Source: an optimization exercise on an open RTL-to-GDS flow (aim: small area and a short achievable clock period). Production flows keep margins and buffers that such runs may drop.
At most, simulation tests tie the RTL to the original design; equivalence was not proved.
No activity file was given, so power comes from the tool's default toggle rates.

==> inputs of run H <==
// IMU_synth
module IMU_synth (data, value, row, clk, rst);
  output [31:0] data;
  input [31:0] value;
  input [31:0] row;
  input clk;
  input rst;
  wire [24:0] bx = {2'b01, row[22:0]};    
  wire [11:0] neg_d, one_d, two_d;
  genvar g;
  generate for (g = 0; g < 12; g = g + 1) begin : enc
    wire b2 = bx[2*g+1];
    wire b1 = bx[2*g];
    wire b0 = (g == 0) ? 1'b0 : bx[2*g-1];
    assign neg_d[g] = b2;
    assign one_d[g] = b1 ^ b0;
    assign two_d[g] = (b2 & ~b1 & ~b0) | (~b2 & b1 & b0);
  end endgenerate
  wire [7:0] e_d = value[30:23] + row[30:23] + 8'd129;   
  wire v_d = rst & (|row);
  reg [22:0] a_r;
  reg [11:0] one_r, two_r;
  reg [10:0] neg_r;
  reg [7:0] e_r;
  reg s_r, v_r;
  always @(posedge clk) begin
    a_r <= value[22:0];
    one_r <= one_d[11:0];
    two_r <= two_d[11:0];
    neg_r <= neg_d[10:0];
    e_r <= e_d;
    s_r <= value[31] ^ row[31];
    v_r <= v_d;
  end
  wire pp1;
  assign pp1 = ((one_r[0] & a_r[0])) ^ neg_r[0];
  wire pp2;
  assign pp2 = ((one_r[0] & a_r[1]) | (two_r[0] & a_r[0])) ^ neg_r[0];
  wire pp3;
  assign pp3 = ((one_r[0] & a_r[2]) | (two_r[0] & a_r[1])) ^ neg_r[0];
  wire pp4;
  assign pp4 = ((one_r[0] & a_r[3]) | (two_r[0] & a_r[2])) ^ neg_r[0];
  wire pp5;
  assign pp5 = ((one_r[0] & a_r[4]) | (two_r[0] & a_r[3])) ^ neg_r[0];
  wire pp6;
  assign pp6 = ((one_r[0] & a_r[5]) | (two_r[0] & a_r[4])) ^ neg_r[0];
  wire pp7;
  assign pp7 = ((one_r[0] & a_r[6]) | (two_r[0] & a_r[5])) ^ neg_r[0];
  wire pp8;
  ...
Settings: LEC_CHECK=0, ABC_AREA=1, ABC_CLOCK_PERIOD_IN_PS=4000, CAP_MARGIN=20, CORE_MARGIN=2, CORE_UTILIZATION=45, CTS_BUF_LIST=sky130_fd_sc_hd__clkbuf_4 sky130_fd_sc_hd__clkbuf_8, SETUP_SLACK_MARGIN=3.5, SLEW_MARGIN=20; clock period 8.0 ns.
standard.sh (not shown) runs the stock make flow with config.mk's settings and CLKGATE_MAP_FILE= SYNTH_SCRIPT=/design/flow/synth_recipe.tcl, a recipe that flattens the netlist after the stock synthesis.
==> flow/flow/run.sh <==
#!/bin/bash
# Layout flow: the standard ORFS flow (standard.sh) with two make settings added:
#  - SYNTH_ARGS=-noabc: Yosys's synth skips its early generic "abc -fast" pass, so extract_fa
#    maps the RTL's explicit full adders directly, without polarity inverters between them.
#    Registers, their names and their cell types are the same as the standard synthesis.
#  - BUFFER_PORTS_ARGS: the port buffers are buf_2 cells (repair may resize them later).
# Each tool's full output is in orfs/logs/; make's own output goes to standard.log.
set -euo pipefail
bash standard.sh SYNTH_ARGS=-noabc "BUFFER_PORTS_ARGS=-buffer_cell sky130_fd_sc_hd__buf_2" finish > standard.log 2>&1
==> run C: changes against run H <==
--- a/flow/design.v
+++ b/flow/design.v
@@ -1849,25 +1849,23 @@
   wire [47:0] rs = {s906, c901, c897, c891, c885, c877, c869, c859, c849, c837, c825, c811, c797, c781, c765, c747, c729, c709, c689, c667, c645, c621, c597, c575, c553, c531, c511, c491, c473, c455, c439, c423, c409, c395, s392, c371, c361, s360, s348, c335, c329, s328, s322, s316, c313, s312, pp2, pp1};
   wire [47:0] rc = {1'b0, s904, s900, s896, s890, s884, s876, s868, s858, s848, s836, s824, s810, s796, s780, s764, s746, s728, s708, s688, s666, s644, s620, s596, s574, s552, s530, s510, s490, s472, s454, s438, s422, s408, s394, s382, s370, 1'b0, s350, s342, s334, 1'b0, 1'b0, s318, s314, 1'b0, 1'b0, neg_r[0]};
   wire [17:0] lo = {1'b0, rs[16:0]} + {1'b0, rc[16:0]};
   wire [30:0] hg = rs[47:17] & rc[47:17];
   wire [30:0] hp = rs[47:17] ^ rc[47:17];
-  reg [30:0] hs_q, hc_q;
+  reg [30:0] hg_q, hp_q;
   reg ci_q, s_q, v_q;
   reg [7:0] e_q;
   reg [7:0] e1_q;
   always @(posedge clk) begin
-    hs_q <= rs[47:17];
-    hc_q <= rc[47:17];
+    hg_q <= hg;
+    hp_q <= hp;
     ci_q <= lo[17];
     e_q <= e_r;
     e1_q <= e_r + 8'd1;
     s_q <= s_r;
     v_q <= rst & v_r;
   end
-  wire [30:0] hg_q = hs_q & hc_q;
-  wire [30:0] hp_q = hs_q ^ hc_q;
   wire gg_0_1 = hg_q[0] | (hp_q[0] & ci_q);
   wire gg_2_3 = hg_q[2] | (hp_q[2] & hg_q[1]);
   wire gp_2_3 = hp_q[2] & hp_q[1];
   wire gg_4_5 = hg_q[4] | (hp_q[4] & hg_q[3]);
   wire gp_4_5 = hp_q[4] & hp_q[3];
ABC_AREA = default   (was 1)
CORE_UTILIZATION = 35   (was 45)
==> run R: changes against run H <==
--- a/flow/design.v
+++ b/flow/design.v
@@ -1849,25 +1849,23 @@
   wire [47:0] rs = {s906, c901, c897, c891, c885, c877, c869, c859, c849, c837, c825, c811, c797, c781, c765, c747, c729, c709, c689, c667, c645, c621, c597, c575, c553, c531, c511, c491, c473, c455, c439, c423, c409, c395, s392, c371, c361, s360, s348, c335, c329, s328, s322, s316, c313, s312, pp2, pp1};
   wire [47:0] rc = {1'b0, s904, s900, s896, s890, s884, s876, s868, s858, s848, s836, s824, s810, s796, s780, s764, s746, s728, s708, s688, s666, s644, s620, s596, s574, s552, s530, s510, s490, s472, s454, s438, s422, s408, s394, s382, s370, 1'b0, s350, s342, s334, 1'b0, 1'b0, s318, s314, 1'b0, 1'b0, neg_r[0]};
   wire [17:0] lo = {1'b0, rs[16:0]} + {1'b0, rc[16:0]};
   wire [30:0] hg = rs[47:17] & rc[47:17];
   wire [30:0] hp = rs[47:17] ^ rc[47:17];
-  reg [30:0] hs_q, hc_q;
+  reg [30:0] hg_q, hp_q;
   reg ci_q, s_q, v_q;
   reg [7:0] e_q;
   reg [7:0] e1_q;
   always @(posedge clk) begin
-    hs_q <= rs[47:17];
-    hc_q <= rc[47:17];
+    hg_q <= hg;
+    hp_q <= hp;
     ci_q <= lo[17];
     e_q <= e_r;
     e1_q <= e_r + 8'd1;
     s_q <= s_r;
     v_q <= rst & v_r;
   end
-  wire [30:0] hg_q = hs_q & hc_q;
-  wire [30:0] hp_q = hs_q ^ hc_q;
   wire gg_0_1 = hg_q[0] | (hp_q[0] & ci_q);
   wire gg_2_3 = hg_q[2] | (hp_q[2] & hg_q[1]);
   wire gp_2_3 = hp_q[2] & hp_q[1];
   wire gg_4_5 = hg_q[4] | (hp_q[4] & hg_q[3]);
   wire gp_4_5 = hp_q[4] & hp_q[3];
SETUP_SLACK_MARGIN = 3.9   (was 3.5)
==> notes <==
The highest clock power belongs to run R, the lowest to run C. Run C completed without violations. Run R completed without violations. Run H produced a clean layout. Synthesized area, highest first: run H, run R, run C. Against run R, the critical path depth of run H is lower by 2. Sequential power is about the same in run C and run R. Synthesized cell count: run C < run R < run H. Between run R and run H, the lower combinational power is in run H (gap 22%, measured against run H). Worst setup slack: run H is better than run C (0.29 ns). Core utilization: run C < run H < run R. The highest first-iteration DRC count belongs to run R, the lowest to run C. Sequential cell count is the same in run H and run C. The lowest non-clock buffer count belongs to run H, the highest to run R.
==> figures <==
item                                                                               run C                    run R                    run H
Multi-input logic area                                                     0.01290 sq mm            0.01380 sq mm            0.01285 sq mm
Outcome                                                          complete, no violations  complete, no violations  complete, no violations
Share of the final layout cell area in multi-input gates                          0.6956                   0.6614                   0.6910
Comb pwr                                                                       0.00570 W                0.00662 W                0.00541 W
Iteration-0 DRC count of the detailed router                                        1047                     1839                     1327
Worst reg-to-reg setup slack                                                     3.52 ns                  3.87 ns                  3.53 ns
Multi-In Gates                                                                      1204                     1338                     1342
CTS clk-pin slew, worst paths                                                    0.09 ns                  0.10 ns                  0.09 ns
Tmin final                                                                      4.760 ns                 4.126 ns                 4.474 ns
Power drawn by the clock network                                              0.000571 W               0.000629 W               0.000589 W
M1 wire length                                                                  21290 um                 21630 um                 22220 um
Maximum number of pins on one net before global-route repair                          41                       64                       64
Net Count, Synth                                                                    2036                     2238                     2240
Buffering stage count on the worst path with inverters included                        4                        2                        1
Stages on the worst setup path                                                        12                       11                        9
Vias post-DR                                                                       12810                    14460                    13960
Non-clock buffering overhead                                                     0.05942                  0.09472                  0.04830
Number of unique standard cell types used by synthesis                                59                       35                       36
Placed insts                                                                        2225                     2259                     2259
Final Hold Slack                                                               0.3366 ns                0.3342 ns                0.3346 ns
Standby leakage power                                                           7.489 nW                 9.096 nW                 8.402 nW
Post-detailed-route via-to-cell ratio                                              5.647                    5.947                    5.941
Largest incremental delay on the critical path                                   0.35 ns                  0.53 ns                  0.55 ns
No functional check of the RTL was part of run H.

re-timing with driven ports:
No port has a modelled driver above. Below, the same layouts with a new extraction and two added sets of constraints. Step 1, drivers: a clkbuf_16 drives clk and a buf_2 each remaining input, both assumed. Step 2 moves the port delays by t, midway between the first and last clock arrival at a register: inputs arrive t later, outputs are due t later. That takes back most of the time a late clock gives input paths. Three values: ideal ports, drivers, drivers and shift; two values: the first two.
| run | t (ns) | setup slack, ns | latest minus earliest clock arrival (ns) |
|---|---|---|---|
| run H | 0.548 | 3.526 / 3.526 / 3.526 | 0.017 / 0.017 |
| run C | 0.542 | 3.240 / 3.190 / 3.519 | 0.030 / 0.031 |
| run R | 0.553 | 3.874 / 3.874 / 3.874 | 0.027 / 0.027 |
After both steps every run listed still meets setup and hold.
